What follows belongs to an exercise in optimizing a design on an open flow for small area, a short achievable clock period and few clock cycles per item; a production flow would make more cautious choices.
The RTL was checked by simulation tests, not by an equivalence proof against the original design.

== red ==
Design lcm, start of the top module:
module lcm#(
parameter DATA_W = 16)
(
input [DATA_W-1:0] A,
input [DATA_W-1:0] B,
input 			vld_in,
input			rst_n,
input 			clk,
output	wire	[DATA_W*2-1:0] 	lcm_out,
output	wire 	[DATA_W-1:0]	mcd_out,
output	reg					vld_out
);
Size: roughly 98 flip-flops.
==> module lcm, before the edit <==
module lcm#(
parameter DATA_W = 16)
(
input [DATA_W-1:0] A,
input [DATA_W-1:0] B,
input 			vld_in,
input			rst_n,
input 			clk,
output	wire	[DATA_W*2-1:0] 	lcm_out,
output	wire 	[DATA_W-1:0]	mcd_out,
output	reg					vld_out
);
localparam W = DATA_W;
localparam P = 2*DATA_W;
reg [W-1:0] u, v;
reg [P-1:0] pu, pv;
reg         busy;
wire [W-1:0] uv = u | v;
wire [W-1:0] below;    
pfor #(W) pf (.x({uv[W-2:0], 1'b0}), .y(below));
wire [W-1:0] m = uv & ~below;
wire [W-1:0] u0 = u, v0 = v;
wire [P-1:0] pu0 = pu, pv0 = pv;
wire t1 = |(u0 & (m << 0));
wire t2 = |(u0 & (m << 1));
wire t3 = |(u0 & (m << 2));
wire t4 = |(u0 & (m << 3));
wire t5 = |(u0 & (m << 4));
wire t6 = |(v0 & (m << 0));
wire t7 = |(v0 & (m << 1));
wire t8 = |(v0 & (m << 2));
wire t9 = |(v0 & (m << 3));
wire t10 = |(v0 & (m << 4));
wire [W-1:0] u1, v1;
wire [P-1:0] pu1, pv1;
wire t11 = ~t1;
wire t12 = ~t6 & ~t11;
assign u1 = t11 ? (u0 >> 1) : u0;
assign pu1 = t11 ? (pu0 << 1) : pu0;
assign v1 = t12 ? (v0 >> 1) : v0;
assign pv1 = t12 ? (pv0 << 1) : pv0;
wire t13 = t11 ? t2 : t1;
wire t14 = t11 ? t3 : t2;
wire t15 = t11 ? t4 : t3;
wire t16 = t11 ? t5 : t4;
wire t17 = t12 ? t7 : t6;
wire t18 = t12 ? t8 : t7;
wire t19 = t12 ? t9 : t8;
wire t20 = t12 ? t10 : t9;
wire [W-1:0] u2, v2;
wire [P-1:0] pu2, pv2;
wire [W-1:0] d2, ad2; wire bo2, lt2, eq2;
fcmp #(W) cmp2 (.a(u1), .b(v1), .lt(lt2), .eq(eq2));
rsub #(W) sub2 (.a(lt2 ? v1 : u1), .b(lt2 ? u1 : v1), .d(ad2), .lt(bo2));
assign u2 = ad2;
radd #(P) add2 (.a(pu1), .b(pv1), .s(pv2));
assign v2 = lt2 ? u1 : v1;
assign pu2 = lt2 ? pv1 : pu1;
wire t21 = t13 ^ t17 ^ 1'b0;
wire t22 = (~t13 & t17) | (~(t13 ^ t17) & 1'b0);
wire t23 = t14 ^ t18 ^ t22;
wire t24 = (~t14 & t18) | (~(t14 ^ t18) & t22);
wire t25 = t15 ^ t19 ^ t24;
wire t26 = (~t15 & t19) | (~(t15 ^ t19) & t24);
wire t27 = t16 ^ t20 ^ t26;
wire t28 = (~t16 & t20) | (~(t16 ^ t20) & t26);
wire t29 = t21 ^ (lt2 & 1'b0);
wire t30 = 1'b0 | t21;
wire t31 = t23 ^ (lt2 & t30);
wire t32 = t30 | t23;
wire t33 = t25 ^ (lt2 & t32);
wire t34 = t32 | t25;
wire t35 = t27 ^ (lt2 & t34);
wire t36 = t34 | t27;
wire t37 = lt2 ? t13 : t17;
wire t38 = lt2 ? t14 : t18;
wire t39 = lt2 ? t15 : t19;
wire t40 = lt2 ? t16 : t20;
wire t41 = 1'b0 | eq2;
wire [W-1:0] u3, v3;
wire [P-1:0] pu3, pv3;
wire t42 = ~t29;
assign u3 = t42 ? (u2 >> 1) : u2;
assign pu3 = t42 ? (pu2 << 1) : pu2;
assign v3 = v2;
assign pv3 = pv2;
wire t43 = t42 ? t31 : t29;
wire t44 = t42 ? t33 : t31;
wire t45 = t42 ? t35 : t33;
wire [W-1:0] u4, v4;
wire [P-1:0] pu4, pv4;
wire t46 = ~t43;
assign u4 = t46 ? (u3 >> 1) : u3;
assign pu4 = t46 ? (pu3 << 1) : pu3;
assign v4 = v3;
assign pv4 = pv3;
wire t47 = t46 ? t44 : t43;
wire t48 = t46 ? t45 : t44;
wire [W-1:0] u5, v5;
wire [P-1:0] pu5, pv5;
wire [W-1:0] d5, ad5; wire bo5, lt5, eq5;
rsub #(W) sub5 (.a(u4), .b(v4), .d(d5), .lt(bo5));
assign lt5 = bo5;
assign eq5 = ~|d5;
cneg #(W) neg5 (.x(d5), .n(lt5), .y(ad5));
wire t49 = lt5 & ~t41;
assign u5 = ad5 & {W{~t41}};
radd #(P) add5 (.a(pv4), .b(pu4 & {P{~t41}}), .s(pv5));
assign v5 = t49 ? u4 : v4;
assign pu5 = t49 ? pv4 : pu4;
wire t50 = t47 ^ t37 ^ 1'b0;
wire t51 = (~t47 & t37) | (~(t47 ^ t37) & 1'b0);
wire t52 = t48 ^ t38 ^ t51;
wire t53 = (~t48 & t38) | (~(t48 ^ t38) & t51);
wire t54 = t41 | eq5;
wire [W-1:0] u6, v6;
wire [P-1:0] pu6, pv6;
wire t55 = |(u5 & (m << 0));
wire t56 = ~t55;
assign u6 = t56 ? (u5 >> 1) : u5;
assign pu6 = t56 ? (pu5 << 1) : pu5;
assign v6 = v5;
assign pv6 = pv5;
wire done = t54;    
always @(posedge clk) begin
	if (!busy) begin
		u  <= A;
		v  <= B;
		pu <= {P{1'b0}};
		pv <= {{W{1'b0}}, A};
	end
	else begin
		u  <= u6;
		v  <= v6;
		pu <= pu6;
		pv <= pv6;
	end
end
always @(posedge clk or negedge rst_n)
	if (!rst_n) begin
		busy    <= 1'b0;
		vld_out <= 1'b0;
	end
	else begin
		busy    <= vld_in | (busy & ~done);
		vld_out <= busy & ~vld_in & done;
	end
assign mcd_out = v;
assign lcm_out = pv;
endmodule
Settings: LEC_CHECK=0, ABC_AREA=1, CAP_MARGIN=20, CORE_MARGIN=2, CORE_UTILIZATION=40, SLEW_MARGIN=20; clock period 100.0 ns.
standard.sh (not shown) runs the stock make flow with config.mk's settings and CLKGATE_MAP_FILE= SYNTH_SCRIPT=/design/flow/synth_recipe.tcl, a recipe that flattens the netlist after the stock synthesis.
==> flow/flow/run.sh <==
#!/bin/bash
# Own layout flow: the standard flow (standard.sh) with two changes:
#  1. synthesis maps the logic with ABC's area mapper (amap, script
#     flow/abc_area_map.script) instead of ORFS's abc_area.script; every other
#     synthesis step, the registers and their names are the standard flow's own
#     (synth_recipe.tcl is used unchanged, with the abc command wrapped);
#  2. the port buffers are plain buf_1 cells (buffer_ports would pick
#     clkdlybuf4s50_1, which is bigger and slower).
# Each tool's output goes to a log in this folder (and ORFS's own logs under
# orfs/logs).
set -euo pipefail
here=$(pwd)
scr="$here/flow/abc_area_map.script"
{
  cat <<EOT
proc abc {args} {
  set i [lsearch -exact \$args -script]
  if {\$i >= 0} { lset args [expr {\$i + 1}] {$scr} }
  yosys abc {*}\$args
}
EOT
  cat synth_recipe.tcl
} > my_synth.tcl
sed "s#SYNTH_SCRIPT=[^ ]*#SYNTH_SCRIPT=$here/my_synth.tcl#" standard.sh > my_standard.sh
grep -q "SYNTH_SCRIPT=$here/my_synth.tcl" my_standard.sh
export BUFFER_PORTS_ARGS="-buffer_cell sky130_fd_sc_hd__buf_1"
bash my_standard.sh > flow.log 2>&1
==> flow/flow/abc_area_map.script <==
strash
dch
amap
topo
stime -c
buffer -c
upsize -c
dnsize -c
Testbench counts of red, summed over its fixed seeds: cycles 11,369, items 1,600.
#### Input delta (blue over red)
diff --git a/flow/design.v b/flow/design.v
--- a/flow/design.v
+++ b/flow/design.v
@@ -123,4 +123,12 @@
 assign v6 = v5;
 assign pv6 = pv5;
+wire [W-1:0] u7, v7;
+wire [P-1:0] pu7, pv7;
+wire t57 = |(u6 & (m << 0));
+wire t58 = ~t57;
+assign u7 = t58 ? (u6 >> 1) : u6;
+assign pu7 = t58 ? (pu6 << 1) : pu6;
+assign v7 = v6;
+assign pv7 = pv6;
 wire done = t54;    
 always @(posedge clk) begin
@@ -132,8 +140,8 @@
 	end
 	else begin
-		u  <= u6;
-		v  <= v6;
-		pu <= pu6;
-		pv <= pv6;
+		u  <= u7;
+		v  <= v7;
+		pu <= pu7;
+		pv <= pv7;
 	end
 end
[summary]
blue: PASS, flow complete, no timing, DRC or antenna violations
Per the comparison of blue with red, routed wire length went up; smallest setup slack after layout lower; synthesized instance count grew by 3.7%; amount of wire on met2 after detailed routing picked up an extra 6.9%.
Testbench counts of blue, summed over its fixed seeds: cycles 10,955, items 1,600.

re-timing with driven ports:
No port has a modelled driver above. Below, the same layouts with a new extraction and two added sets of constraints. Step 1 (the two cells are an assumption about what drives the block):
set clk [get_ports {clk}]
set_driving_cell -lib_cell sky130_fd_sc_hd__clkbuf_16 $clk
set_driving_cell -lib_cell sky130_fd_sc_hd__buf_2 [delete_from_list [all_inputs] $clk]
Step 2, shift: input delay + t, output delay - t, t = (earliest + latest rising clock arrival at the registers) / 2. This alone moves slack from input paths to output paths. a / b / c = ideal ports / drivers / drivers and shift; a / b = the first two.
run | t (ns) | slack for setup (ns) | worst hold slack (ns) | slew at the worst register clock pin (ns) | pins driven straight from the clock port
red | 0.408 | 79.032 / 78.986 / 79.395 | 0.643 / 0.643 / 0.643 | 0.08 / 0.08 | 1
blue | 0.406 | 78.951 / 78.903 / 79.310 | 0.759 / 0.759 / 0.759 | 0.08 / 0.08 | 1
After both steps every run listed still meets setup and hold.
